From an optimization exercise on the open Yosys and OpenROAD flow, aimed at small area, a short achievable clock period and few clock cycles per item; shortcuts taken in it are not production practice.
RTL that was checked went through simulation tests only; none was proved equivalent to the original.
For run 4, only the layout was checked, not whether the RTL still works.

### design/flow/config.mk
export PLATFORM = sky130hd
export DESIGN_NAME = reciprocal_float
export DESIGN_NICKNAME = reciprocal_float
export VERILOG_FILES = /design/flow/design.v
export SDC_FILE = /design/flow/constraint.sdc
export NUM_CORES = 4
export LEC_CHECK = 0
export ABC_AREA = 1
export CAP_MARGIN = 20
export CORE_MARGIN = 2
export CORE_UTILIZATION = 40
export SLEW_MARGIN = 20
export SYNTH_HIERARCHICAL = 1
export SYNTH_MINIMUM_KEEP_SIZE = 0
### design/flow/constraint.sdc
create_clock -name core_clock -period 11.0 [get_ports {clk}]
set_input_delay 2.2000 -clock core_clock [delete_from_list [all_inputs] [get_ports {clk}]]
set_output_delay 2.2000 -clock core_clock [all_outputs]
set_load 0.01 [all_outputs]
### design/flow/design.v
module register_param #(
    parameter BIT_LENGTH = 2048
) (
    input clk, rst,
    input load,
    input [BIT_LENGTH - 1 : 0] parIn,
    output reg [BIT_LENGTH - 1 : 0] parOut
);
    always@(posedge clk, posedge rst) begin
        if (rst == 1)
            parOut <= 0;
        else begin
            if (load == 1)
                parOut <= parIn;
        end
    end
endmodule
module adder #(
    parameter BIT_LENGTH = 32
) (
    input signed [BIT_LENGTH - 1 : 0] in1, in2,
    input mode,  
    output signed [BIT_LENGTH - 1 : 0] out
);
    assign out = (mode == 1) ? (in1 + in2) : (in1 - in2);
endmodule
module pfx_add #(parameter W = 30) (
    input [W-1:0] a, b,
    input cin,
    output [W-1:0] s
);
    localparam L = $clog2(W + 1);
    wire [W:0] g [0:L];
    wire [W:0] p [0:L];
    assign g[0] = {a & b, cin};
    assign p[0] = {a ^ b, 1'b0};
    genvar l, i;
    generate
        for (l = 0; l < L; l = l + 1) begin : lv
            for (i = 0; i <= W; i = i + 1) begin : b
                if ((i >> l) & 1) begin
                    assign g[l+1][i] = g[l][i] | (p[l][i] & g[l][((i >> l) << l) - 1]);
                    assign p[l+1][i] = p[l][i] & p[l][((i >> l) << l) - 1];
                end else begin
                    assign g[l+1][i] = g[l][i];
                    assign p[l+1][i] = p[l][i];
                end
            end
        end
    endgenerate
    assign s = p[0][W:1] ^ g[L][W-1:0];
endmodule
module upCounterRE #(
    parameter BIT_LENGTH = 16
) (
    input clk, rst,
    input init_cnt, en_cnt,
    output reg [BIT_LENGTH - 1 : 0] count
);
    always @(posedge clk, posedge rst) begin
        if (rst == 1)
            count <= 0;
        else begin
            if (init_cnt == 1)
                count <= 0;
            else if (en_cnt == 1)
                count <= count + 1;
        end
    end
endmodule
module cordic_linear_DP #(
    parameter FLOAT_SIZE = 24,
    parameter INT_SIZE = 8
) (
    input clk, rst,
    input signed [INT_SIZE + FLOAT_SIZE - 1:0] x, y, z,
    input mode,
    input loadX, loadY, loadZ,loadMode,
    input sel_input, adder_mode,
    input init_cnt, en_cnt,
    output signed [INT_SIZE + FLOAT_SIZE - 1:0] x_out, y_out, z_out,
    output co, phi
);
    wire signed [INT_SIZE + FLOAT_SIZE - 1:0] y_in, z_in;
    wire signed [INT_SIZE + FLOAT_SIZE - 1:0] out_adder_y, out_adder_z;
    assign y_in = (sel_input == 1) ? y : out_adder_y; 
    assign z_in = (sel_input == 1) ? z : out_adder_z; 
    register_param #(.BIT_LENGTH(INT_SIZE + FLOAT_SIZE)) X_Reg(
        .clk(clk),
        .rst(rst),
        .load(loadX),
        .parIn(x),
        .parOut(x_out)
    );
    register_param #(.BIT_LENGTH(INT_SIZE + FLOAT_SIZE)) Y_Reg(
        .clk(clk),
        .rst(rst),
        .load(loadY),
        .parIn(y_in),
        .parOut(y_out)
    );
    register_param #(.BIT_LENGTH(INT_SIZE + FLOAT_SIZE)) Z_Reg(
        .clk(clk),
        .rst(rst),
        .load(loadZ),
        .parIn(z_in),
        .parOut(z_out)
    );
    wire mode_val;
    register_param #(.BIT_LENGTH(1)) M_Reg(
        .clk(clk),
        .rst(rst),
        .load(loadMode),
        .parIn(mode),
        .parOut(mode_val)
    );
    wire [$clog2(FLOAT_SIZE) : 0] iter;
    upCounterRE #(.BIT_LENGTH($clog2(FLOAT_SIZE) + 1)) Iter_Count(
        .clk(clk),
        .rst(rst),
        .init_cnt(init_cnt),
        .en_cnt(en_cnt),
        .count(iter)
    );
    assign co = (iter == (FLOAT_SIZE)) ? 1'b1 : 1'b0;
    wire signed [INT_SIZE + FLOAT_SIZE - 1:0] x_shift, one, one_shift;
    assign x_shift = x >>> iter;
    assign one = { {(INT_SIZE-1){1'b0}}, 1'b1, {(FLOAT_SIZE){1'b0}} }; 
    assign one_shift = one >>> iter;
    adder #(.BIT_LENGTH(INT_SIZE + FLOAT_SIZE)) Y_Adder(
        .in1(y_out),
        .in2(x_shift),
        .mode(adder_mode),
        .out(out_adder_y)
    );
    adder #(.BIT_LENGTH(INT_SIZE + FLOAT_SIZE)) Z_Adder(
        .in1(z_out),
        .in2(one_shift),
        .mode(~adder_mode),
        .out(out_adder_z)
    );
    wire phi_rotate, phi_vector; 
    assign phi_rotate = (z_out[INT_SIZE + FLOAT_SIZE - 1] == 1) ? 1'b0 : 1'b1;
    assign phi_vector = (y_out[INT_SIZE + FLOAT_SIZE - 1] == 1) ? 1'b1 : 1'b0;
    assign phi = (mode_val == 1) ? phi_vector : phi_rotate;
endmodule
module cordic_linear_CU (
    input clk, rst,
    input start,
    input co, phi,
    output reg loadX, loadY, loadZ,loadMode,
    output reg sel_input, adder_mode,
    output reg init_cnt, en_cnt,
    output reg done
);
    parameter [1:0] IDLE = 0, INIT = 1, CALC = 2, DONE = 3;
    reg [1:0] ps, ns;
    always @(ps, start, co) begin
        case (ps)
            IDLE: ns = (start == 1) ? INIT : IDLE;
            INIT: ns = (start == 1 ) ? INIT : CALC;
            CALC: ns = (co == 1) ? DONE : CALC;
            DONE: ns = IDLE;
            default: ns = IDLE;
        endcase
    end
    always @(ps, phi) begin
        loadX = 0;
        loadY = 0;
        loadZ = 0;
        loadMode = 0;
        sel_input = 0;
        adder_mode = 0;
        init_cnt = 0;
        en_cnt = 0;
        done = 0;
        case (ps)
            IDLE: ;
            INIT: begin
                init_cnt = 1;
                loadX = 1;
                loadY = 1;
                loadZ = 1;
                loadMode = 1;
                sel_input = 1;
            end
            CALC: begin
                adder_mode = phi;
                en_cnt = 1;
                sel_input = 0;
                loadY = 1;
                loadZ = 1;
            end 
            DONE: done = 1;
            default: ;
        endcase
    end
    always @(posedge clk or posedge rst) begin
        if (rst == 1)
            ps <= IDLE;
        else 
            ps <= ns;
    end
endmodule
module cordic_linear #(
    parameter FLOAT_SIZE = 24,
    parameter INT_SIZE = 8
) (
    input clk, rst,
    input start,
    input signed [INT_SIZE + FLOAT_SIZE - 1:0] x, y, z,
    input mode,
    output signed [INT_SIZE + FLOAT_SIZE - 1:0] x_out, y_out, z_out,
    output done
);
    wire loadX, loadY, loadZ, loadMode;
    wire sel_input, adder_mode;
    wire init_cnt, en_cnt;
    wire co, phi;
    cordic_linear_DP #(.FLOAT_SIZE(FLOAT_SIZE), .INT_SIZE(INT_SIZE)) DP (
        .clk(clk),
        .rst(rst),
        .x(x),
        .y(y),
        .z(z),
        .mode(mode),
        .loadX(loadX),
        .loadY(loadY),
        .loadZ(loadZ),
        .loadMode(loadMode),
        .sel_input(sel_input),
        .adder_mode(adder_mode),
        .init_cnt(init_cnt),
        .en_cnt(en_cnt),
        .x_out(x_out),
        .y_out(y_out),
        .z_out(z_out),
        .co(co),
        .phi(phi)
    );
    cordic_linear_CU CU (
        .clk(clk),
        .rst(rst),
        .start(start),
        .co(co),
        .phi(phi),
        .loadX(loadX),
        .loadY(loadY),
        .loadZ(loadZ),
        .loadMode(loadMode),
        .sel_input(sel_input),
        .adder_mode(adder_mode),
        .init_cnt(init_cnt),
        .en_cnt(en_cnt),
        .done(done)
    );
endmodule
module reciprocal_float_DP (
    input clk, rst,
    input [31:0] x,
    input loadE, loadM, loadS,
    input selE, start_cordic,
    output [31:0] out,
    output done_cordic, zero_flag
);
    wire [7:0] E_val, E_in;
    wire [7:0] out_sub, E_reg_in;
    assign E_in = x[30:23];
    register_param #(.BIT_LENGTH(8)) E_Reg(
        .clk(clk),
        .rst(rst),
        .load(loadE),
        .parIn(E_reg_in),
        .parOut(E_val)
    );
    wire [22:0] M_val, M_in;
    assign M_in = x[22:0];
    register_param #(.BIT_LENGTH(23)) M_Reg(
        .clk(clk),
        .rst(rst),
        .load(loadM),
        .parIn(M_in),
        .parOut(M_val)
    );
    wire S_val, S_in;
    assign S_in = x[31];
    register_param #(.BIT_LENGTH(1)) S_Reg(
        .clk(clk),
        .rst(rst),
        .load(loadS),
        .parIn(S_in),
        .parOut(S_val)
    );
    assign E_reg_in = (selE == 1) ? E_in : out_sub;
    wire frac_zero;
    assign frac_zero = ~(|M_val);
    wire cin;
    assign cin = (frac_zero == 1) ? 1'b1 : 1'b0;
    assign out_sub = $unsigned(8'd253) - $unsigned(E_val) + cin;
    localparam FLOAT_SIZE = 24;
    localparam INT_SIZE = 2;
    wire signed [INT_SIZE + FLOAT_SIZE - 1:0] x_in, z, y;
    assign y = { {(INT_SIZE-1){1'b0}}, 1'b1, {(FLOAT_SIZE){1'b0}} };  
    assign z = {(INT_SIZE + FLOAT_SIZE){1'b0}};  
    assign x_in = { 2'b01, M_val, 1'b0};
    wire mode;
    assign mode = 1'b1;  
    wire signed [INT_SIZE + FLOAT_SIZE - 1:0] x_out, y_out, z_out;
    cordic_linear #(.FLOAT_SIZE(FLOAT_SIZE), .INT_SIZE(INT_SIZE)) Cordic_core(
        .clk(clk),
        .rst(rst),
        .start(start_cordic),
        .x(x_in),
        .y(y),
        .z(z),
        .mode(mode),
        .x_out(x_out),
        .y_out(y_out),
        .z_out(z_out),
        .done(done_cordic)
    );
    assign out = {S_val, E_val, z_out[22:0] };
    wire exp_zero;
    assign exp_zero = ~(|E_val);
    assign zero_flag = exp_zero && frac_zero;
endmodule
module reciprocal_float_CU (
    input clk, rst,
    input start,
    input done_cordic, zero_input,
    output reg loadE, loadM, loadS,
    output reg selE, start_cordic,
    output reg done, zero_flag
);
    parameter [2:0] IDLE = 0, INIT = 1, EXP = 2, CALC = 3, ZERO = 4;
    reg [2:0] ps, ns;
    always @(ps, start, zero_input, done_cordic) begin
        case (ps)
            IDLE: ns = (start == 1) ? INIT : IDLE;
            INIT: ns = (start == 1) ? INIT : EXP;
            EXP: ns = (zero_input == 1) ? ZERO : CALC;
            CALC: ns = (done_cordic == 1) ? IDLE : CALC;
            ZERO: ns = IDLE; 
            default: ns = IDLE;
        endcase
    end
    always @(ps, done_cordic, zero_input) begin
        loadE = 0;
        loadM = 0;
        loadS = 0;
        selE = 0;
        start_cordic = 0;
        done = 0;
        zero_flag = 0;
        case (ps)
            IDLE: ;
            INIT: begin
                selE = 1;
                loadE = 1;
                loadM = 1;
                loadS = 1;
            end 
            EXP: begin
                loadE = 1;
                start_cordic = ~zero_input;  
            end
            CALC: done = done_cordic;
            ZERO: begin
                done = 1;
                zero_flag = 1;
            end
            default: ;
        endcase
    end
    always @(posedge clk or posedge rst) begin
        if (rst == 1)
            ps <= IDLE;
        else 
            ps <= ns;
    end
endmodule
module reciprocal_float(
    input clk, rst,
    input start,
    input [31:0] x,
    output [31:0] out,
    output done, zero_flag
);
    localparam NC = 23;          
    localparam W = 29;           
    reg busy, done_r, first_r;
    reg [4:0] cnt;
    reg [22:0] xm_r;             
    reg [W-1:0] r;
    reg s_r, zf_r, mz_r, p24_r;
    reg [7:0] e_r;
    wire [22:0] clr;
    genvar k;
    generate
        for (k = 0; k < 23; k = k + 1) begin : dec
            assign clr[k] = (cnt == k);
        end
    endgenerate
    wire first = first_r;
    wire [W-1:0] xm0 = {{(W-25){1'b0}}, 1'b1, xm_r, 1'b0};
    wire p0 = ~r[W-1];
    wire [W-1:0] b0 = {xm0[W-1:1] ^ {(W-1){p0}}, p0 | first};
    wire [W-1:0] t0;
    pfx_add #(.W(W)) ad0 (.a(r), .b(b0), .cin(p0 | first), .s(t0));
    wire [W-1:0] rn = {t0[W-2:0], p0};
    wire mz = ~(|x[22:0]);
    always @(posedge clk or posedge rst) begin
        if (rst) begin
            busy <= 1'b0;
            done_r <= 1'b0;
        end else begin
            done_r <= busy && (cnt == NC - 1);
            if (!busy)
                busy <= start;
            else if (cnt == NC - 1)
                busy <= 1'b0;
        end
    end
    always @(posedge clk) begin
        first_r <= ~busy;
        cnt <= busy ? cnt + 5'd1 : 5'd0;
        if (!busy)
            r <= ~{{(W-25){1'b0}}, x[22:0], 2'b00};
        else if (first && mz_r)
            r <= {{(W-25){1'b1}}, 23'd0, 2'b11};
        else
            r <= rn;
        xm_r <= busy ? xm_r & ~clr : x[22:0];
        p24_r <= ~t0[W-1];
        s_r <= x[31];
        mz_r <= mz;
        zf_r <= mz & ~(|x[30:23]);
        e_r <= ~x[30:23] - 8'd2 + {7'd0, mz_r};
    end
    assign done = done_r;
    assign zero_flag = zf_r;
    assign out = {s_r, e_r, r[20:0], p24_r, 1'b1};
endmodule
### design/flow/flow/run.sh
#!/bin/bash
# The standard layout (standard.sh, unchanged synthesis), with repair_timing
# aiming below the clock period and smaller port buffers.
set -euo pipefail
bash standard.sh SETUP_SLACK_MARGIN=7.8 'BUFFER_PORTS_ARGS=-buffer_cell sky130_fd_sc_hd__buf_1' finish > standard_flow.log 2>&1
### design/flow/standard.sh
#!/bin/bash
# synth_recipe.tcl (not shown) runs the flow's synth.tcl, then flattens the netlist and writes it again
# the make line also repeats each setting of config.mk as NAME=value (left out here)
make -C /OpenROAD-flow-scripts/flow DESIGN_CONFIG=/design/flow/config.mk WORK_HOME=/design/flow/orfs CLKGATE_MAP_FILE= SYNTH_SCRIPT=/design/flow/synth_recipe.tcl "${@:-finish}"
==> results by group, run 1 <==
Critical path
  • Number of cells on the critical path: 1
  • Crit Reg-Reg Startpoint: r[28]
  • Worst setup EP type: primary output
  • Worst Setup EP: out[5]
  • Reg2Reg Depth: 17
  • Delay-heaviest family, CP: flip-flops
  • R2R setup slack: 8040 ps
  • Crit path DAT: slightly above 900 ps
  • R2R Path End: r[17]
  • Startpoint class of the critical path: flop
  • Setup CP Type: flop to primary output
  • Worst path slowest cell: dfxtp_1
  • WP buf/inv: 1
  • Critical Path RT: between 8000 and 9000 ps
  • Crit-path max cell delay: around 400 ps
  • CP max FO: 3
  • Critical path origin: r[3]
  • Worst path cell trace: buf_1

Logic synthesis
  • Post-synth EDFFs: 0
  • Synth unique cells: 35
  • Most frequent cell after synthesis: nand2_1
  • Synthesized area: between 0.004 and 0.005 mm2
  • Top cell type's share of synthesized area: between 30% and 40%
  • Most instantiated cells after synthesis: nand2_1 (176), dfxtp_1 (70), inv_1 (69)
  • Register bit total from synthesis: just over 70
  • Cell count after synthesis: roughly 630
  • Main synth FF type: dfxtp_1
  • Syn_nets: 707
  • Syn avg cell area: between 7 and 8 um2
  • Synth area leader: dfxtp_1
  • Synth async-reset ratio: between 2 and 3%
  • Area contributors post-synth: dfxtp_1 (31%), nand2_1 (14%), ha_1 (9.6%)
  • Yosys warns: 8
  • Seq/Total Area, Yosys: around a third

Floorplanning
  • Initial Util: 41.5%
  • Row cnt: 38
  • I/O pins: 69
  • Die area: 0.0123 mm2
  • Die width: approximately 110 um
  • Die Y: around 110 um
  • CORE AREA: approximately 0.011 mm2

STA
  • Fmax achieved: between 300 and 400 MHz
  • Worst-Margin Slew: approximately 550 ps
  • Pins Over Slew Limit: 0
  • Period utilisation layout: around 28%
  • RSZ-0062 raised after global routing: no
  • Fin crit period: slightly above 3000 ps
  • Final setup viols: 0
  • Setup TNS: 0 ps
  • Final Skew: roughly 8.4 ps
  • Hold slack: between 400 and 500 ps
  • Hold Fails Final Rpt: 0
  • Max-slew headroom: between 60 and 70%

Routing
  • Routed vias: around 3,800
  • Initial DRT Pass Iterations: 4
  • Post-route ant nets: 0
  • # DRC: 0
  • Routed vias/inst: between 4 and 5
  • WL/cell: 12.2 um
  • Starting DRT DRC Count: between 100 and 150
  • Routed WL: roughly 10000 um

Status
  • Status: finished clean

Global routing
  • Number of global-route vias before repair: about 3,800
  • First-pass GRT wire length: approximately 17,000 um
  • Overflow after GRT: 0
  • Largest net degree at the start of global routing: 44
  • Total track usage: between 15 and 20%
  • Initial antenna violation count: 0

Place
  • Placed instance area: about 0.0047 mm2
  • Port buffer count: 67
  • Final HPWL DP: 7530 um
  • Routability cong.: ~0.84

Finish
  • Finished Cell Area: 0.00502 mm2
  • ANT cells: 0
  • Layout cells sized above 1: 6.94%
  • Fin nets: 747
  • Area Overhead vs Synth: 10.2%

Clock network
  • Clock-pin slew on the worst setup and hold paths: about 60 ps
  • H-tree lvl count: 3
  • CTS tree: yes
  • TritonCTS buffer count: 9
  • Clock Latency Late Sink: 330 ps
  • # clock sinks: 72
  • CTS Buffer Depth: 2
  • Clock root buffer: clkbuf_16

Hold path
  • Worst hold-check path type: flop to flop

Run
  • MaxCap Viol Count: 0
-- cells in the final DEF (no fill, tap or decap), types with 2 or more instances in the layout --
cell type and count:
nand2_1 176, dfxtp_1 70, inv_1 69, buf_1 67
nor2_1 47, nand3_1 43, o21ai_0 35, ha_1 35
xnor2_1 29, a21oi_1 23, xor2_1 12, clkbuf_16 9
or2_2 8, nand2_2 7, o21ai_1 6, inv_2 5
fa_1 5, nand2_4 4, clkbuf_8 4, nand4_1 2
nor2_2 2, a21oi_2 2, nor3_1 2, dfrtp_1 2
-- repair_timing --
action / CTS / global route
buffers inserted: 0 / 0
gates resized for setup: 0 / 1
hold buffers: 0 / 0
setup endpoints to repair: 0 / 2
-- layer usage --
| metal | vias to the layer above | share of wire [%] | GRT usage (%) |
|---|---|---|---|
| met5 | - | 0 | 0 |
| met4 | 0 | 0.89 | 4.25 |
| met3 | 7 | 3.9 | 4.54 |
| met2 | 56 | 48 | 29.6 |
| met1 | 1737 | 47 | 20.8 |
| li1 | 2041 | - | - |
-- final cells by class --
class | instances | area, um2
Clock buffer | 14 | 284
Tap cell | 140 | 175
Fill cell | 1148 | 5960
Timing Repair Buffer | 69 | 270
Multi-Input combinational cell | 446 | 2530
Inverter | 74 | 278
Clock inverter | 2 | 35.0
Sequential cell | 72 | 1450
-- how the worst min path moves through the flow --
stage	start	endpoint	slack, ps	cells after the start
2_1_floorplan	mz_r	e_r[0]	440	1
3_3_place_gp	xm_r[18]	xm_r[18]	470	2
3_5_place_dp	xm_r[19]	xm_r[19]	470	2
4_1_cts	xm_r[19]	xm_r[19]	480	2
5_1_grt	xm_r[15]	xm_r[15]	500	2
6_report	xm_r[0]	xm_r[0]	480	2
-- stage by stage --
| step | utilization (%) | instances | setup slack (ps) |
|---|---|---|---|
| final | 45.7 | 817 | 7890 |
| after global routing | 45.7 | 817 | 7830 |
| after CTS | 45.7 | 817 | 7860 |
| after detailed placement | 42.8 | 801 | 7810 |
| after global placement | 42.8 | 801 | 7850 |
| after floorplan | - | 632 | 8000 |
-- tightest hold or removal path: cells and delay by family, from the launching register on --
kind | cells | cell delay (ps)
and+or+nand+nor | 2 | 120
DFF | 1 | 320
-- state kept, by name (all words and copies together), names as in the netlist, 5 cells and up --
signal  cells
cnt         5
e_r         8
xm_r       23
r          29
-- cell families after synthesis --
kind of cell               Yosys count  share of synthesized area, %
AOI/OAI and AO/OA                   69                          7.91
DFF                                 72                          31.8
and+or+nand+nor                    295                          27.8
buffers and inverters              114                          12.7
xor gates and xnor gates            41                          7.88
other                                1                        0.0823
adders and majority gates           40                          11.8
Testbench counts, summed over its fixed seeds: cycles 40,000, items 1,600.
==> run 2: changes to the inputs <==
--- a/design/flow/config.mk
+++ b/design/flow/config.mk
@@ -7,3 +7,2 @@
 export LEC_CHECK = 0
-export ABC_AREA = 1
 export CAP_MARGIN = 20
==> results by group, run 2 <==
Status
  • Status: finished clean

Logic synthesis
  • Syn_nets: 567
  • Synth async-reset ratio: under 10%
  • Most frequent cell after synthesis: dfxtp_1
  • Adder-cell area share of the yosys netlist: between 10% and 20%
  • Area contributors post-synth: dfxtp_1 (32%), ha_1 (10%), xnor2_1 (7.3%)
  • Xor and xnor area share after synthesis: roughly a tenth
  • Top cell type's share of synthesized area: 32.5%
  • Register bit total from synthesis: between 70 and 80
  • Yosys warns: 8
  • Post-Synth Simple-Gate Area: about 14%
  • Multiplexer area fraction after synthesis: 0.464%
  • Compound-gate portion of the synthesized area: 18.4%
  • Combinational family with the most area after synthesis: compound AO/OA/AOI/OAI gates
  • Synthesized area: 0.00432 mm2
  • Most instantiated cells after synthesis: dfxtp_1 (70), nand2_1 (46), inv_1 (42)
  • Seq/Total Area, Yosys: approximately 34%
  • Synth area leader: dfxtp_1
  • Post-synth EDFFs: 0
  • Synth unique cells: 55
  • Main synth FF type: dfxtp_1
  • Cell count after synthesis: 492
  • Syn avg cell area: about 9 um2

Hold path
  • Cells on Worst Hold Path: 1
  • Worst hold-check path type: flop to flop
  • Hold path endpoint: cnt[0]
  • Hold_sp: cnt[0]

Critical path
  • Crit path DAT: ~910 ps
  • Delay-heaviest family, CP: flip-flops
  • Worst path slowest cell: dfxtp_1
  • Startpoint class of the critical path: flop
  • Reg2Reg Depth: 13
  • Crit-path max cell delay: approximately 400 ps
  • Crit Reg-Reg Startpoint: r[28]
  • Critical Path RT: between 8000 and 9000 ps
  • R2R setup slack: roughly 8000 ps
  • Worst setup EP type: primary output
  • WP buf/inv: 1
  • Setup CP Type: flop to primary output
  • CP max FO: 3
  • Worst path cell trace: buf_1
  • R2R Path End: r[22]

Finish
  • Regs by FF count: r (29), xm_r (23), e_r (8)
  • Largest register FFs: 29
  • Most frequent cells in the layout: dfxtp_1 (70), buf_1 (67), nand2_1 (46)
  • Fin nets: 605
  • Largest Register: r
  • Layout cells sized above 1: ~6%
  • ANT cells: 0
  • Fill cells: 1,074
  • Area occupied by multi-input gates: around 0.0024 mm2
  • Area Overhead vs Synth: 8.70%
  • Commonest non-fill, non-tap cell in the layout: dfxtp_1
  • Non-filler cells, final: ~670
  • Reg area: 0.00145 mm2

Global routing
  • GRT busiest layer: met2
  • Number of global-route vias before repair: about 3,300
  • First-pass GRT wire length: approximately 16,000 um
  • M1 GR Usage: a little under a quarter
  • Overflow after GRT: 0
  • Total track usage: between 10% and 20%
  • Initial antenna violation count: 0
  • M2 GR Usage: 29.0%
  • M3 GR Usage: just over 4%
  • Largest net degree at the start of global routing: 66

Routing
  • Routed vias: approximately 3,400
  • Routed WL: between 9000 and 10,000 um
  • # DRC: 0
  • Routed vias/inst: 5.10
  • Post-route ant nets: 0
  • Starting DRT DRC Count: between 100 and 150
  • WL/cell: 14.5 um
  • Initial DRT Pass Iterations: 4

Place
  • Final HPWL DP: between 7000 and 8000 um
  • Routability cong.: ~0.8
  • Inst Count DP: between 600 and 700
  • Port buffer count: between 60 and 70

Clock network
  • TritonCTS buffer count: 9
  • # clock sinks: 72
  • H-tree lvl count: 3
  • CTS Buffer Depth: 2
  • Clock-pin slew on the worst setup and hold paths: 80 ps
  • Post-CTS Resized: 0
  • Post-CTS Hold Buffers: 0
  • CTS tree: yes
  • Setup Fix Bufs, Post-CTS: 0
  • Clock Latency Late Sink: between 300 and 400 ps
  • Clock root buffer: clkbuf_8

STA
  • Max-slew headroom: 55.1%
  • Fin crit period: approximately 3100 ps
  • Final Skew: around 11 ps
  • Period utilisation layout: between 20% and 30%
  • RSZ-0062 raised after global routing: no
  • Pins Over Slew Limit: 0
  • Hold Fails Final Rpt: 0
  • Final setup viols: 0
  • Fmax achieved: about 320 MHz
  • Setup TNS: 0 ps
  • Worst-Margin Slew: 669 ps

Floorplanning
  • CORE AREA: roughly 0.010 mm2
  • Initial Util: 41.4%
  • Row cnt: 37
  • Die Y: 108 um
  • Die width: around 110 um
  • I/O pins: 69
  • Die area: 0.0116 mm2

Run
  • MaxCap Viol Count: 0
run 2: changes by cell type in the layout (fill, tap and decap cells not counted), moves of 9 or more:
cell	before	now
nand2_1	176	46
nand3_1	43	6
nor2_1	47	18
inv_1	69	42
nand2b_1	0	16
o211ai_1	0	13
a21o_1	1	13
a21oi_1	23	13
clkbuf_16	9	0
run 2: per-stage QoR:
step | hold slack [ps] | cell area, um2 | setup WS, ps | utilization (%)
final | 496 | 4690 | 7890 | 45.0
after global routing | 518 | 4690 | 7810 | 45.0
after CTS | 500 | 4690 | 7850 | 45.0
after detailed placement | 481 | 4470 | 7710 | 42.9
after global placement | 468 | 4470 | 7810 | 42.9
after floorplan | 444 | 4320 | 7970 | -
run 2: worst max-delay path by stage:
stage	slack, ps	cells after the start	endpoint	start
after floorplan	7970	5	e_r[7]	x[23]
after global placement	7810	6	e_r[7]	x[23]
after detailed placement	7710	6	e_r[7]	x[23]
after CTS	7850	1	out[5]	r[3]
after global routing	7810	12	r[22]	r[28]
final	7890	1	out[5]	r[3]
run 2: cell type report:
type	instances	area share, %
Timing Repair Buffer	70	5.92
Inverter	42	3.36
Tap cell	136	3.63
Multi-Input combinational cell	335	51.4
Clock buffer	10	2.93
Clock inverter	6	1.76
Sequential cell	72	31.0
run 2: kinds of logic after synthesis:
group,after synthesis
simple gates,124
compound gates,119
buf+inv,85
flops,72
xor+xnor,49
fa+ha+maj,40
mux,2
other cells,1
run 2: metal layers:
layer  share of wire (%)  routed length, um  vias up
li1                    -                  -     1740
met2                  47               4590       62
met5                   0                  0        -
met4                 1.7                166        0
met1                  47               4570     1608
met3                 3.9                381       15
==> run 3: changes to the inputs <==
--- a/design/flow/config.mk
+++ b/design/flow/config.mk
@@ -10,2 +10,4 @@
 export CORE_UTILIZATION = 40
+export CTS_CLUSTER_DIAMETER = 100
+export CTS_CLUSTER_SIZE = 50
 export SLEW_MARGIN = 20
==> results by group, run 3 <==
Finish
  • Largest Register: r
  • ANT cells: 0
  • Layout cells sized above 1: around 6%
  • Non-filler cells, final: around 670
  • Fill cells: between 1,000 and 1,500
  • Most frequent cells in the layout: dfxtp_1 (70), buf_1 (67), nand2_1 (46)
  • Regs by FF count: r (29), xm_r (23), e_r (8)
  • Commonest non-fill, non-tap cell in the layout: dfxtp_1
  • Fin nets: about 610
  • Largest register FFs: 29
  • Area Overhead vs Synth: 8.70%

Logic synthesis
  • Synth area leader: dfxtp_1
  • Top cell type's share of synthesized area: roughly a third
  • Most instantiated cells after synthesis: dfxtp_1 (70), nand2_1 (46), inv_1 (42)
  • Synth unique cells: 55
  • Yosys warns: 8
  • Main synth FF type: dfxtp_1
  • Synth async-reset ratio: under 10%
  • Syn_nets: ~570
  • Post-synth EDFFs: 0
  • Most frequent cell after synthesis: dfxtp_1
  • Cell count after synthesis: 492
  • Synthesized area: roughly 0.0043 mm2
  • Seq/Total Area, Yosys: around 34%
  • Area contributors post-synth: dfxtp_1 (32%), ha_1 (10%), xnor2_1 (7.3%)
  • Register bit total from synthesis: 72
  • Syn avg cell area: 8.77 um2

Routing
  • Post-route ant nets: 0
  • Initial DRT Pass Iterations: 4
  • Routed vias/inst: 5.10
  • Starting DRT DRC Count: ~150
  • Routed vias: between 3,000 and 4,000
  • # DRC: 0
  • Routed WL: 9710 um
  • WL/cell: roughly 14 um

STA
  • Period utilisation layout: 28.3%
  • Worst-Margin Slew: 669 ps
  • Pins Over Slew Limit: 0
  • Max-slew headroom: 55.1%
  • Fmax achieved: 322 MHz
  • Hold Fails Final Rpt: 0
  • Setup TNS: 0 ps
  • RSZ-0062 raised after global routing: no
  • Final setup viols: 0
  • Final Skew: between 10 and 15 ps
  • Final Worst Setup Slack: between 7000 and 8000 ps
  • Fin crit period: roughly 3100 ps

Critical path
  • Worst path cell trace: buf_1
  • CP max FO: 3
  • Startpoint class of the critical path: flop
  • Delay-heaviest family, CP: flip-flops
  • Crit Reg-Reg Startpoint: r[28]
  • Critical Path RT: between 8000 and 9000 ps
  • Critical path origin: r[3]
  • Worst path slowest cell: dfxtp_1
  • Worst setup EP type: primary output
  • Crit-path max cell delay: 400 ps
  • Setup CP Type: flop to primary output
  • R2R setup slack: ~8000 ps
  • WP buf/inv: 1
  • Crit path DAT: between 900 and 1000 ps

Floorplanning
  • Die Y: between 100 and 150 um
  • Initial Util: between 40% and 50%
  • Die width: between 100 and 150 um
  • Row cnt: 37
  • I/O pins: a little under 70
  • CORE AREA: roughly 0.010 mm2
  • Die area: roughly 0.012 mm2

Clock network
  • Post-CTS Hold Buffers: 0
  • Setup Fix Bufs, Post-CTS: 0
  • CTS tree: yes
  • TritonCTS buffer count: 9
  • H-tree lvl count: 3
  • Post-CTS Resized: 0
  • CTS Buffer Depth: 2
  • Clock-pin slew on the worst setup and hold paths: 80 ps
  • Clock Latency Late Sink: around 350 ps
  • # clock sinks: 72
  • Clock root buffer: clkbuf_8

Status
  • Status: finished clean

Global routing
  • Overflow after GRT: 0
  • Total track usage: between 15 and 20%
  • First-pass GRT wire length: roughly 16,000 um
  • Initial antenna violation count: 0
  • Largest net degree at the start of global routing: 66
  • Number of global-route vias before repair: ~3,300

Place
  • Port buffer count: 67
  • Final HPWL DP: around 7300 um
  • Pre-CTS setup slack: just under 8000 ps
  • Routability cong.: 0.815
  • Inst Count DP: between 600 and 700

Hold path
  • Worst hold-check path type: flop to flop
  • Hold_sp: cnt[0]

Run
  • MaxCap Viol Count: 0
-- run 3: cell counts in the layout (fill, tap and decap cells not counted) --
No cell type changed its count.
-- run 3: cell families (layout without fill, tap and decap cells) --
| kind of cell | Yosys count | in the layout | synth area share (%) |
|---|---|---|---|
| xor+xnor | 49 | 49 | 9.94 |
| other cells | 1 | 1 | 0.0869 |
| flops | 72 | 72 | 33.6 |
| fa+ha+maj | 40 | 40 | 12.5 |
| compound gates | 119 | 119 | 18.4 |
| simple gates | 124 | 124 | 14.5 |
| buf+inv | 85 | 128 | 10.5 |
| mux | 2 | 2 | 0.464 |
-- run 3: final timing paths --
kind                          end  depth (start not counted)
max in group asynchronous    busy                          2
min in group asynchronous    busy                          2
max                        out[5]                          1
min reg2reg                cnt[0]                          1
max reg2reg                 r[22]                         13
min                        cnt[0]                          1
-- run 3: layer usage --
metal	GRT usage, %	vias to the layer above	part of all wire (%)
met2	29.0	62	47
met1	22.8	1608	47
met5	0	-	0
li1	-	1740	-
met3	4.06	15	3.9
met4	5.68	0	1.7
-- run 3: metrics by stage --
step / cell area [um2] / hold WS, ps / utilization (%)
detailed placement: 4470 / 481 / 42.9
CTS: 4690 / 500 / 45.0
global placement: 4470 / 468 / 42.9
finish: 4690 / 496 / 45.0
global route: 4690 / 518 / 45.0
floorplan: 4320 / 444 / -
-- run 3: layout make-up --
cell class | count | area [um2] | area share (%)
clock inverter | 6 | 82.6 | 1.76
multi-input combinational | 335 | 2410 | 51.4
sequential | 72 | 1450 | 31.0
tap | 136 | 170 | 3.63
timing repair buffer | 70 | 278 | 5.92
clock buffer | 10 | 138 | 2.93
inverter | 42 | 158 | 3.36
==> run 4: changes to the inputs <==
--- a/design/flow/design.v
+++ b/design/flow/design.v
@@ -394,4 +394,3 @@
     reg [W-1:0] r;
-    reg s_r, zf_r, mz_r, p24_r;
-    reg [7:0] e_r;
+    reg s_r, zf_r, mz_r, p24_r, e7_r;
     wire [22:0] clr;
@@ -406,7 +405,9 @@
     wire p0 = ~r[W-1];
-    wire [W-1:0] b0 = {xm0[W-1:1] ^ {(W-1){p0}}, p0 | first};
-    wire [W-1:0] t0;
-    pfx_add #(.W(W)) ad0 (.a(r), .b(b0), .cin(p0 | first), .s(t0));
-    wire [W-1:0] rn = {t0[W-2:0], p0};
+    wire [W-1:1] b0 = xm0[W-1:1] ^ {(W-1){p0}};
+    wire [W-1:1] t0;
+    pfx_add #(.W(W-1)) ad0 (.a(r[W-1:1]), .b(b0), .cin(p0 | first), .s(t0));
+    wire [W-1:0] rn = {t0[W-2:1], r[0], p0};
     wire mz = ~(|x[22:0]);
+    wire last = (cnt == NC - 1);
+    wire [7:0] ex = ~x[30:23] - 8'd2 + {7'd0, mz_r};
     always @(posedge clk or posedge rst) begin
@@ -416,6 +417,6 @@
         end else begin
-            done_r <= busy && (cnt == NC - 1);
+            done_r <= busy && last;
             if (!busy)
                 busy <= start;
-            else if (cnt == NC - 1)
+            else if (last)
                 busy <= 1'b0;
@@ -430,2 +431,4 @@
             r <= {{(W-25){1'b1}}, 23'd0, 2'b11};
+        else if (last)
+            r <= {rn[28], ex[6:0], rn[20:0]};
         else
@@ -434,2 +437,3 @@
         p24_r <= ~t0[W-1];
+        e7_r <= ex[7];
         s_r <= x[31];
@@ -437,3 +441,2 @@
         zf_r <= mz & ~(|x[30:23]);
-        e_r <= ~x[30:23] - 8'd2 + {7'd0, mz_r};
     end
@@ -441,3 +444,3 @@
     assign zero_flag = zf_r;
-    assign out = {s_r, e_r, r[20:0], p24_r, 1'b1};
+    assign out = {s_r, e7_r, r[27:21], r[20:0], p24_r, 1'b1};
 endmodule
--- a/design/flow/config.mk
+++ b/design/flow/config.mk
@@ -10,4 +10,2 @@
 export CORE_UTILIZATION = 40
-export CTS_CLUSTER_DIAMETER = 100
-export CTS_CLUSTER_SIZE = 50
 export SLEW_MARGIN = 20
==> results by group, run 4 <==
Status
  • Status: finished clean

Clock network
  • Clock-pin slew on the worst setup and hold paths: approximately 70 ps
  • CTS tree: yes
  • CTS Buffer Depth: 2
  • TritonCTS buffer count: 9
  • Clock Latency Late Sink: ~350 ps
  • H-tree lvl count: 3
  • # clock sinks: 65
  • Post-CTS Hold Buffers: 0
  • Clock root buffer: clkbuf_8

Routing
  • # DRC: 0
  • Routed vias: 3,269
  • Routed vias/inst: ~5
  • WL/cell: 14.9 um
  • Starting DRT DRC Count: between 150 and 200
  • Post-route ant nets: 0
  • Routed WL: between 9000 and 10,000 um
  • Initial DRT Pass Iterations: 4

Finish
  • Layout Utilization: between 40% and 50%
  • Largest Register: r
  • Commonest non-fill, non-tap cell in the layout: buf_1
  • Regs by FF count: r (29), xm_r (23), cnt (5)
  • Largest register FFs: 29
  • Area Overhead vs Synth: 16.3%
  • Fin nets: just under 600
  • ANT cells: 0
  • Most frequent cells in the layout: buf_1 (67), dfxtp_1 (62), o21ai_0 (43)
  • Layout cells sized above 1: 7.59%
  • Fill cells: between 900 and 1,000

Critical path
  • Worst path slowest cell: dfxtp_1
  • Worst path cell trace: buf_1
  • Crit-path max cell delay: approximately 400 ps
  • Startpoint class of the critical path: flop
  • CP max FO: 3
  • Critical Path RT: around 8800 ps
  • Delay-heaviest family, CP: flip-flops
  • Crit path DAT: 930 ps
  • Setup CP Type: flop to primary output
  • Critical path origin: r[4]
  • Number of cells on the critical path: 1
  • WP buf/inv: 1
  • Worst setup EP type: primary output
  • Crit Reg-Reg Startpoint: r[28]
  • Reg2Reg Depth: 14

Logic synthesis
  • Synth async-reset ratio: approximately 3.1%
  • Synthesized area: about 0.0039 mm2
  • Most frequent cell after synthesis: dfxtp_1
  • Top cell type's share of synthesized area: between 30% and 40%
  • Main synth FF type: dfxtp_1
  • Synth unique cells: 49
  • Yosys warns: 8
  • Register bit total from synthesis: between 60 and 70
  • Post-synth EDFFs: 0
  • Syn_nets: between 500 and 600
  • Area contributors post-synth: dfxtp_1 (33%), ha_1 (11%), xnor2_1 (8.6%)
  • Cell count after synthesis: ~450
  • Most instantiated cells after synthesis: dfxtp_1 (63), o21ai_0 (43), inv_1 (39)
  • Synth area leader: dfxtp_1
  • Syn avg cell area: between 8 and 9 um2
  • Seq/Total Area, Yosys: between 30% and 40%

STA
  • Pins Over Slew Limit: 0
  • Setup TNS: 0 ps
  • Final Worst Setup Slack: 7870 ps
  • Final Skew: ~12 ps
  • Fmax achieved: between 300 and 400 MHz
  • Hold slack: about 440 ps
  • Final setup viols: 0
  • RSZ-0062 raised after global routing: no
  • Max-slew headroom: 54.0%
  • Fin crit period: between 3000 and 4000 ps
  • Period utilisation layout: ~28%
  • Worst-Margin Slew: approximately 690 ps
  • Hold Fails Final Rpt: 0

Place
  • Port buffer count: 67
  • Pre-CTS setup slack: roughly 7500 ps
  • Routability cong.: around 0.85
  • Final HPWL DP: about 7000 um

Floorplanning
  • Die area: 0.0105 mm2
  • CORE AREA: a little over 0.009 mm2
  • Die width: 102 um
  • Row cnt: 35
  • Die Y: approximately 100 um
  • Initial Util: 41.6%
  • I/O pins: 69

Global routing
  • Initial antenna violation count: 0
  • Largest net degree at the start of global routing: 73
  • First-pass GRT wire length: between 15,000 and 20,000 um
  • Total track usage: between 10% and 20%
  • Overflow after GRT: 0
  • Number of global-route vias before repair: 3,021

Hold path
  • Cells on Worst Hold Path: 1
  • Worst hold-check path type: flop to flop
  • Hold_sp: r[0]

Run
  • MaxCap Viol Count: 0
==> run 4: cell count changes in the layout (fill, tap and decap cells not counted), sizes merged, moves of 3 or more <==
cell	before	now
xor2	13	17
o22ai	1	4
nand3	6	18
a21oi	17	22
nand2	46	36
dfxtp	70	63
a31oi	8	0
a21o	13	4
o21ai	45	51
nand2b	16	10
nor3	10	4
==> run 4: through the flow <==
step                instances  area, um2
floorplan                 446       3880
global placement          622       4180
detailed placement        622       4180
CTS                       638       4410
global route              643       4490
finish                    643       4490
==> run 4: kinds of logic (layout without fill, tap and decap cells) <==
kind of cell	after synthesis	count (layout)	synth area share (%)
AO/OA/AOI/OAI	112	112	17.8
XOR/XNOR	55	55	12.5
adder cells (fa/ha/maj)	38	38	13.3
buffers and inverters	62	130	7.03
flip-flops	65	65	33.9
multiplexers	2	2	0.518
other	1	1	0.0971
AND/OR/NAND/NOR	111	111	14.8
==> run 4: layout make-up <==
cell class / instances / area (um2) / area share (%)
Multi-Input combinational cell: 319 / 2310 / 51.4
Timing Repair Buffer: 73 / 339 / 7.55
Sequential cell: 65 / 1320 / 29.4
Clock inverter: 6 / 82.6 / 1.84
Tap cell: 129 / 161 / 3.59
Clock buffer: 10 / 128 / 2.84
Inverter: 41 / 154 / 3.43
==> run 4: layer usage <==
| layer | track usage (%) | up-vias | routed length (um) |
|---|---|---|---|
| met1 | 26.3 | 1542 | 4550 |
| li1 | - | 1654 | - |
| met4 | 6.36 | 0 | 157 |
| met3 | 4.10 | 14 | 403 |
| met2 | 29.4 | 59 | 4480 |
| met5 | 0 | - | 0 |
==> run 4: path summary, 6_finish.rpt <==
kind,end,slack [ps]
max reg2reg,r[24],8010
min,r[1],440
min in group asynchronous,busy,1660
max,out[6],7870
min reg2reg,r[1],440
max in group asynchronous,busy,9220
==> run 4: repair_timing <==
item / 4_1_cts / 5_1_grt
pin swaps: 0 / 4
gates resized for setup: 5 / 2
buffers inserted: 0 / 4
endpoints found under the setup margin: 7 / 3
cloned: 0 / 1
==> run 5: changes to the inputs <==
--- a/design/flow/design.v
+++ b/design/flow/design.v
@@ -394,3 +394,3 @@
     reg [W-1:0] r;
-    reg s_r, zf_r, mz_r, p24_r, e7_r;
+    reg s_r, zf_r, mz_r, p24_r;
     wire [22:0] clr;
@@ -432,3 +432,3 @@
         else if (last)
-            r <= {rn[28], ex[6:0], rn[20:0]};
+            r <= {ex, rn[20:0]};
         else
@@ -437,3 +437,2 @@
         p24_r <= ~t0[W-1];
-        e7_r <= ex[7];
         s_r <= x[31];
@@ -444,3 +443,3 @@
     assign zero_flag = zf_r;
-    assign out = {s_r, e7_r, r[27:21], r[20:0], p24_r, 1'b1};
+    assign out = {s_r, r[28:21], r[20:0], p24_r, 1'b1};
 endmodule
==> results by group, run 5 <==
Logic synthesis
  • Cell count after synthesis: approximately 450
  • Most frequent cell after synthesis: dfxtp_1
  • Most instantiated cells after synthesis: dfxtp_1 (62), o21ai_0 (49), inv_1 (39)
  • Seq/Total Area, Yosys: between 30% and 40%
  • Synth async-reset ratio: 3.13%
  • Register bit total from synthesis: 64
  • Yosys warns: 8
  • Syn avg cell area: about 8.6 um2
  • Syn_nets: 521
  • Top cell type's share of synthesized area: roughly a third
  • Synthesized area: between 0.003 and 0.004 mm2
  • Post-synth EDFFs: 0
  • Main synth FF type: dfxtp_1
  • Synth unique cells: 49
  • Synth area leader: dfxtp_1
  • Area contributors post-synth: dfxtp_1 (32%), ha_1 (11%), xnor2_1 (8.7%)

Clock network
  • # clock sinks: 64
  • Clock-pin slew on the worst setup and hold paths: 70 ps
  • TritonCTS buffer count: 9
  • Clock root buffer: clkbuf_8
  • Clock Latency Late Sink: between 300 and 400 ps
  • CTS Buffer Depth: 2
  • H-tree lvl count: 3
  • CTS tree: yes

Status
  • Status: finished clean

Global routing
  • Initial antenna violation count: 0
  • GRT busiest layer: met2
  • Number of global-route vias before repair: between 3,000 and 4,000
  • Total track usage: between 10% and 20%
  • M1 GR Usage: between 20 and 25%
  • M3 GR Usage: 3.97%
  • Largest net degree at the start of global routing: 73
  • First-pass GRT wire length: around 15,000 um
  • Overflow after GRT: 0
  • M2 GR Usage: between 20% and 30%

STA
  • Final Skew: around 8.6 ps
  • Final setup viols: 0
  • Fin crit period: roughly 3200 ps
  • Final Worst Setup Slack: approximately 7800 ps
  • Max-slew headroom: a little under three fifths
  • Hold Fails Final Rpt: 0
  • Fmax achieved: ~320 MHz
  • Setup TNS: 0 ps
  • RSZ-0062 raised after global routing: no
  • Worst-Margin Slew: ~640 ps
  • Pins Over Slew Limit: 0
  • Period utilisation layout: between 20% and 30%

Place
  • Port buffer count: 67
  • Final HPWL DP: 6980 um
  • Routability cong.: about 0.83
  • Pre-CTS setup slack: approximately 7400 ps

Routing
  • # DRC: 0
  • Initial DRT Pass Iterations: 7
  • Post-route ant nets: 0
  • Routed WL: slightly above 9000 um
  • Starting DRT DRC Count: 114
  • Routed vias/inst: roughly 5.0
  • WL/cell: 14.3 um
  • Routed vias: roughly 3,200

Critical path
  • Crit path DAT: ~970 ps
  • Setup CP Type: flop to primary output
  • Startpoint class of the critical path: flop
  • CP max FO: 5
  • Critical Path RT: ~8800 ps
  • Worst setup EP type: primary output

Floorplanning
  • Die area: between 0.01 and 0.015 mm2
  • Die width: between 100 and 150 um
  • Initial Util: 41.4%
  • Die Y: 102 um
  • CORE AREA: around 0.0093 mm2
  • I/O pins: 69
  • Row cnt: 35

Finish
  • Largest register FFs: 29
  • Layout Utilization: a little under half
  • Fin nets: between 500 and 600
  • Largest Register: r
  • Layout cells sized above 1: under 10%
  • ANT cells: 0
  • Most frequent cells in the layout: buf_1 (66), dfxtp_1 (61), o21ai_0 (49)
  • Area Overhead vs Synth: 15.4%
  • Regs by FF count: r (29), xm_r (23), cnt (5)
  • Commonest non-fill, non-tap cell in the layout: buf_1

Run
  • MaxCap Viol Count: 0

Hold path
  • Worst hold-check path type: flop to flop
==> run 5: cell types whose count changed after synthesis, moves of 2 or more <==
cell,change
clkbuf_1,-2
buf_2,+3
buf_4,-2
o21ai_1,-5
o21ai_0,+6
==> run 5: final timing paths <==
path	start	end	slack (ps)	cells past startpoint
max in group asynchronous	rst	busy	9210	2
setup / recovery	r[28]	out[30]	7830	2
hold reg to reg	r[0]	r[1]	450	1
min in group asynchronous	rst	busy	1660	2
setup reg to reg	r[28]	r[24]	7990	13
hold / removal	r[0]	r[1]	450	1
==> run 5: through the flow <==
step | instance area, um2 | hold slack (ps) | instances
after floorplan | 3840 | 429 | 448
after global placement | 4150 | 432 | 624
after detailed placement | 4150 | 425 | 624
after CTS | 4400 | 458 | 642
after global routing | 4440 | 480 | 642
final | 4440 | 454 | 642
==> run 5: layout make-up <==
class	instances	area, um2
Fill cell	972	4850
Multi-Input combinational cell	322	2310
Sequential cell	64	1300
Timing Repair Buffer	70	292
Tap cell	129	161
Inverter	41	154
Clock buffer	9	124
Clock inverter	7	96.3
==> run 5: critical path: stages, from the launching register on <==
cell	delay [ps]
dfxtp_4	360
buf_12	130
buf_2	130
==> run 5: per-layer routing <==
layer  wire length (um)  vias up
li1                   -     1664
met1               4430     1490
met2               4200       68
met3                372       13
met4                189        0
met5                  0        -
==> run 5: cell families after synthesis <==
group / share of synthesized area, %
AO/OA/AOI/OAI: 18.2
AND/OR/NAND/NOR: 14.7
flip-flops: 33.6
buffers and inverters: 6.97
XOR/XNOR: 12.5
adder cells (fa/ha/maj): 13.3
multiplexers: 0.521
other: 0.0976
==> run 5: what timing repair did <==
| action | 4_1_cts | 5_1_grt |
|---|---|---|
| gates resized for setup | 6 | 4 |
| endpoints found under the setup margin | 12 | 3 |
| hold buffers | 0 | 0 |
| buffers inserted | 2 | 0 |
Testbench counts of run 5, summed over its fixed seeds: cycles 40,000, items 1,600.
==> run 6: changes to the inputs <==
--- a/design/flow/design.v
+++ b/design/flow/design.v
@@ -395,3 +395,3 @@
     reg s_r, zf_r, mz_r, p24_r;
-    wire [22:0] clr;
+    wire [22:0] keep;
     genvar k;
@@ -399,3 +399,3 @@
         for (k = 0; k < 23; k = k + 1) begin : dec
-            assign clr[k] = (cnt == k);
+            assign keep[k] = ~busy | (cnt < k);
         end
@@ -435,3 +435,3 @@
             r <= rn;
-        xm_r <= busy ? xm_r & ~clr : x[22:0];
+        xm_r <= x[22:0] & keep;
         p24_r <= ~t0[W-1];
--- a/design/flow/config.mk
+++ b/design/flow/config.mk
@@ -9,3 +9,3 @@
 export CORE_MARGIN = 2
-export CORE_UTILIZATION = 40
+export CORE_UTILIZATION = 55
 export SLEW_MARGIN = 20
==> results by group, run 6 <==
Status
  • Status: finished clean

Finish
  • Area occupied by multi-input gates: between 0.002 and 0.0025 mm2
  • Largest Register: r
  • ANT cells: 0
  • Reg area: about 0.0013 mm2
  • Layout Utilization: between 60% and 70%
  • Area Overhead vs Synth: 14.6%
  • Most frequent cells in the layout: buf_1 (66), dfxtp_1 (61), xnor2_1 (38)
  • Fin nets: 543
  • Fill cells: ~570
  • Layout cells sized above 1: about 6%
  • Largest register FFs: 29
  • Commonest non-fill, non-tap cell in the layout: buf_1
  • Regs by FF count: r (29), xm_r (23), cnt (5)

Routing
  • M1 wire length: a little over 4000 um
  • Post-route ant nets: 0
  • WL/cell: about 15 um
  • Metal3 WL: roughly 350 um
  • Starting DRT DRC Count: slightly above 90
  • Routed vias/inst: ~5.5
  • Max layer used: met4
  • Routed WL: approximately 8400 um
  • DR WL met2: around 4000 um
  • # DRC: 0
  • Initial DRT Pass Iterations: 5
  • Routed vias: ~3,100

Logic synthesis
  • Synth unique cells: 53
  • Register bit total from synthesis: between 60 and 70
  • Most frequent cell after synthesis: dfxtp_1
  • Yosys warns: 8
  • Synthesized area: approximately 0.0037 mm2
  • Syn avg cell area: slightly below 9 um2
  • Synth async-reset ratio: 3.13%
  • Cell count after synthesis: just over 400
  • Syn_nets: 480
  • Top cell type's share of synthesized area: 34.0%
  • Post-synth EDFFs: 0
  • Main synth FF type: dfxtp_1
  • Synth area leader: dfxtp_1
  • Most instantiated cells after synthesis: dfxtp_1 (62), xnor2_1 (38), nand2_1 (35)
  • Seq/Total Area, Yosys: 35.3%
  • Area contributors post-synth: dfxtp_1 (34%), ha_1 (9.9%), xnor2_1 (9.1%)

Critical path
  • Crit-path max cell delay: 340 ps
  • Critical Path RT: between 8000 and 9000 ps
  • Worst path slowest cell: dfxtp_2
  • Crit path DAT: between 900 and 1000 ps
  • CP max FO: 4
  • Worst setup EP type: primary output
  • Setup CP Type: flop to primary output
  • Delay-heaviest family, CP: flip-flops
  • WP buf/inv: 2
  • Worst path cell trace: buf_12, buf_2
  • Startpoint class of the critical path: flop

Run
  • MaxCap Viol Count: 0

Floorplanning
  • I/O pins: 69
  • CORE AREA: approximately 0.0064 mm2
  • Die Y: about 86 um
  • Die width: between 80 and 90 um
  • Initial Util: between 50% and 60%
  • Die area: ~0.0073 mm2
  • Row cnt: 29

STA
  • Hold Fails Final Rpt: 0
  • RSZ-0062 raised after global routing: yes
  • Setup TNS: 0 ps
  • Fin crit period: roughly 3100 ps
  • Worst-Margin Slew: about 600 ps
  • Final Skew: roughly 8.3 ps
  • Final setup viols: 0
  • Period utilisation layout: ~28%
  • Max-slew headroom: about three fifths
  • Fmax achieved: roughly 320 MHz
  • Pins Over Slew Limit: 0

Place
  • Final HPWL DP: 6060 um
  • Port buffer count: 67
  • Routability cong.: between 0.8 and 0.9

Hold path
  • Worst hold-check path type: flop to flop

Global routing
  • Initial antenna violation count: 0
  • Largest net degree at the start of global routing: 34
  • First-pass GRT wire length: ~14,000 um
  • Number of global-route vias before repair: ~3,000
  • Overflow after GRT: 0
  • Total track usage: 24.7%

Clock network
  • # clock sinks: 64
  • Clock root buffer: clkbuf_8
  • Post-CTS Hold Buffers: 0
  • H-tree lvl count: 3
  • CTS Buffer Depth: 2
  • CTS tree: yes
  • TritonCTS buffer count: 9
  • Clock Latency Late Sink: between 300 and 400 ps
  • Clock-pin slew on the worst setup and hold paths: ~70 ps
## run 6: cell types whose count changed in the layout (fill, tap and decap cells not counted), sizes merged, moves of 7 or more
cell / change
o21a: +13
inv: -24
nor3: +7
nand3: -13
o211ai: -12
o21ai: -19
## run 6: worst paths after layout
kind | startpoint | end | slack [ps] | cells after the start
min in group asynchronous | rst | done_r | 1680 | 2
worst max register to register | r[28] | r[24] | 7940 | 13
worst min register to register | r[0] | r[1] | 430 | 1
worst min-delay path | r[0] | r[1] | 430 | 1
worst max-delay path | r[28] | out[30] | 7870 | 2
max in group asynchronous | rst | busy | 9220 | 2
## run 6: final cells by class
| class | instances | area share [%] |
|---|---|---|
| inverters | 18 | 1.61 |
| multi-input cells | 308 | 52.5 |
| well taps | 77 | 2.30 |
| repair buffers | 73 | 8.01 |
| clock buffers | 13 | 3.80 |
| clock inverters | 3 | 0.956 |
| flip-flops and latches | 64 | 30.9 |
## run 6: worst register-to-register path: cells and delay by family, from the launching register on
family | cells | cell delay (ps)
fa+ha+maj | 1 | 400
mux | 1 | 90
xor+xnor | 1 | 140
simple gates | 2 | 260
flops | 1 | 340
buf+inv | 2 | 350
compound gates | 6 | 1430
## run 6: logic make-up after synthesis
kind of cell / Yosys count / synth area share, %
AND/OR/NAND/NOR: 110 / 14.7
AO/OA/AOI/OAI: 105 / 18.3
flip-flops: 64 / 35.3
XOR/XNOR: 55 / 13.2
buffers and inverters: 39 / 4.86
adder cells (fa/ha/maj): 34 / 12.7
multiplexers: 3 / 0.822
other: 1 / 0.103
## run 6: per-layer routing
metal	track usage, %	vias to the layer above
li1	-	1551
met5	0	-
met4	8.80	0
met2	40.8	79
met3	3.95	10
met1	32.7	1444
## run 6: what timing repair did
item	CTS	global route
endpoints found under the hold margin	0	0
endpoints found under the setup margin	6	7
pin swaps	0	0
resized for setup	5	1
setup buffers	2	0
gates cloned	1	0
## run 6: through the flow
stage	setup slack (ps)	instances	area, um2	hold slack (ps)
2_1_floorplan	7830	411	3650	476
3_3_place_gp	7670	537	3910	417
5_1_grt	7770	556	4190	496
6_report	7870	556	4190	434
3_5_place_dp	7570	537	3910	420
4_1_cts	7860	556	4180	437
Testbench counts of run 6, summed over its fixed seeds: cycles 40,000, items 1,600.
==> run 7: changes to the inputs <==
--- a/design/flow/config.mk
+++ b/design/flow/config.mk
@@ -9,3 +9,4 @@
 export CORE_MARGIN = 2
-export CORE_UTILIZATION = 55
+export CORE_UTILIZATION = 40
+export PLACE_DENSITY = 0.75
 export SLEW_MARGIN = 20
==> results by group, run 7 <==
Critical path
  • Critical Path RT: slightly below 9000 ps
  • R2R setup slack: 7930 ps
  • CP max FO: 3
  • Crit Reg-Reg Startpoint: r[28]
  • R2R Path End: r[24]
  • Worst setup EP type: primary output
  • Reg2Reg Depth: 14
  • Startpoint class of the critical path: flop
  • Setup CP Type: flop to primary output
  • Crit path DAT: about 940 ps

Logic synthesis
  • Synthesized area: 0.00365 mm2
  • Synth area leader: dfxtp_1
  • Most instantiated cells after synthesis: dfxtp_1 (62), xnor2_1 (38), nand2_1 (35)
  • Syn_nets: 480
  • Area contributors post-synth: dfxtp_1 (34%), ha_1 (9.9%), xnor2_1 (9.1%)
  • Top cell type's share of synthesized area: ~34%
  • Synth unique cells: 53
  • Seq/Total Area, Yosys: a little over a third
  • Main synth FF type: dfxtp_1
  • Cell count after synthesis: about 410
  • Synth async-reset ratio: roughly 3.1%
  • Syn avg cell area: approximately 8.9 um2
  • Register bit total from synthesis: 64
  • Yosys warns: 8
  • Post-synth EDFFs: 0
  • Most frequent cell after synthesis: dfxtp_1

Floorplanning
  • Initial Util: between 40% and 50%
  • Row cnt: 34
  • Die Y: 99.6 um
  • Die width: about 100 um
  • CORE AREA: 0.00881 mm2
  • Die area: 0.00991 mm2
  • I/O pins: about 70

STA
  • Period utilisation layout: 28.5%
  • Hold Fails Final Rpt: 0
  • Final setup viols: 0
  • Setup TNS: 0 ps
  • Final Skew: 9.66 ps
  • Max-slew headroom: approximately 36%
  • Worst-Margin Slew: ~960 ps
  • Fmax achieved: roughly 320 MHz
  • Fin crit period: between 3000 and 4000 ps
  • Pins Over Slew Limit: 0
  • RSZ-0062 raised after global routing: no

Hold path
  • Worst hold-check path type: flop to flop
  • Cells on Worst Hold Path: 1
  • Hold path endpoint: r[1]
  • Hold_sp: r[0]

Clock network
  • Clock root buffer: clkbuf_8
  • Post-CTS Hold Buffers: 0
  • CTS tree: yes
  • CTS Buffer Depth: 2
  • # clock sinks: between 60 and 70
  • TritonCTS buffer count: 9
  • Clock-pin slew on the worst setup and hold paths: 70 ps
  • H-tree lvl count: 3
  • Clock Latency Late Sink: 340 ps

Routing
  • Post-route ant nets: 0
  • Initial DRT Pass Iterations: 4
  • WL/cell: 14.4 um
  • Starting DRT DRC Count: between 100 and 150
  • # DRC: 0
  • Routed WL: between 8000 and 9000 um
  • Routed vias: 3,131
  • Routed vias/inst: 5.33

Finish
  • Fin nets: 544
  • Layout cells sized above 1: just over 7%
  • Fill cells: between 800 and 900
  • Commonest non-fill, non-tap cell in the layout: buf_1
  • Area Overhead vs Synth: 16.9%
  • ANT cells: 0
  • Regs by FF count: r (29), xm_r (23), cnt (5)
  • Most frequent cells in the layout: buf_1 (66), dfxtp_1 (61), xnor2_1 (38)
  • Largest register FFs: 29
  • Largest Register: r

Global routing
  • Overflow after GRT: 0
  • First-pass GRT wire length: about 14,000 um
  • Initial antenna violation count: 0
  • Total track usage: approximately 18%
  • Largest net degree at the start of global routing: 34
  • Number of global-route vias before repair: 3,039

Place
  • Port buffer count: 67
  • Routability cong.: roughly 0.85
  • Final HPWL DP: roughly 6300 um

Status
  • Status: finished clean

Run
  • MaxCap Viol Count: 0
==> run 7: cell counts after synthesis <==
No cell type changed its count.
==> run 7: repair_timing <==
action | in CTS | in global routing
setup buffers | 1 | 2
gates cloned | 1 | 0
resized for setup | 5 | 5
endpoints found under the setup margin | 7 | 9
pin swaps | 0 | 1
==> run 7: cells by family after synthesis <==
family,synth area share (%)
adders and majority gates,12.7
DFF,35.3
AOI/OAI and AO/OA,18.3
buffers and inverters,4.86
muxes,0.822
other,0.103
xor gates and xnor gates,13.2
and+or+nand+nor,14.7
==> run 7: worst max path at each step <==
stage | from | endpoint | slack (ps)
after floorplan | x[23] | r[28] | 7830
after global placement | x[23] | r[28] | 7670
after detailed placement | x[23] | r[28] | 7580
after CTS | r[28] | r[24] | 7820
after global routing | r[28] | r[24] | 7770
final | r[28] | out[30] | 7860
==> run 7: final cells by class <==
| class | count | area [um2] | area share, % |
|---|---|---|---|
| Clock buffer | 12 | 165 | 3.87 |
| Multi-Input combinational cell | 308 | 2210 | 51.9 |
| Tap cell | 108 | 135 | 3.16 |
| Clock inverter | 3 | 40.0 | 0.938 |
| Timing Repair Buffer | 74 | 355 | 8.32 |
| Sequential cell | 64 | 1290 | 30.3 |
| Inverter | 18 | 67.6 | 1.58 |
==> run 7: metal layers <==
layer,global-route usage [%],routed length (um)
met2,28.8,3910
met4,10.6,306
met5,0,0
met3,3.30,349
met1,21.8,3900
==> run 7: stage by stage <==
| step | hold slack, ps | util (%) | instances | setup WS [ps] | area (um2) |
|---|---|---|---|---|---|
| floorplan | 476 | - | 411 | 7830 | 3650 |
| global placement | 424 | 44.9 | 568 | 7670 | 3950 |
| detailed placement | 426 | 44.9 | 568 | 7580 | 3950 |
| CTS | 442 | 48.0 | 585 | 7820 | 4230 |
| global route | 464 | 48.5 | 587 | 7770 | 4270 |
| finish | 438 | 48.5 | 587 | 7860 | 4270 |
==> run 7: worst max-delay path, cell delays in order, from the launching register on <==
cell	delay, ps
dfxtp_2	340
buf_12	130
buf_2	130

## static timing again, ports no longer ideal
In the flow no input, the clock included, has a driving cell. The finished layouts below were timed again as built, in two steps. Step 1: set_driving_cell puts a clkbuf_16 on clk and a buf_2 on each other input, an assumption about the parent block. Step 2 adds t to the input delays and takes it off the output delays; t is the mean of the earliest and latest rising clock arrival at the registers after step 1. Input paths then give back, and output paths get back, about the clock's delay inside the block. a / b / c = ideal / step 1 / step 2; a / b = the first two.
| run | t, ns | setup WS [ns] | worst setup path at the end |
|---|---|---|---|
| run 1 | 0.368 | 7.892 / 7.853 / 7.806 | input to register |
| run 2 | 0.376 | 7.892 / 7.859 / 7.739 | input to register |
| run 3 | 0.376 | 7.892 / 7.859 / 7.739 | input to register |
| run 4 | 0.374 | 7.867 / 7.836 / 7.599 | input to register |
| run 5 | 0.372 | 7.833 / 7.800 / 7.590 | input to register |
| run 6 | 0.361 | 7.873 / 7.843 / 7.513 | input to register |
| run 7 | 0.371 | 7.860 / 7.827 / 7.571 | input to register |
After both steps every run listed still meets setup and hold. For run 6, which loses most, drivers alone change the setup slack by -0.030 ns; drivers and shift together by -0.360 ns.
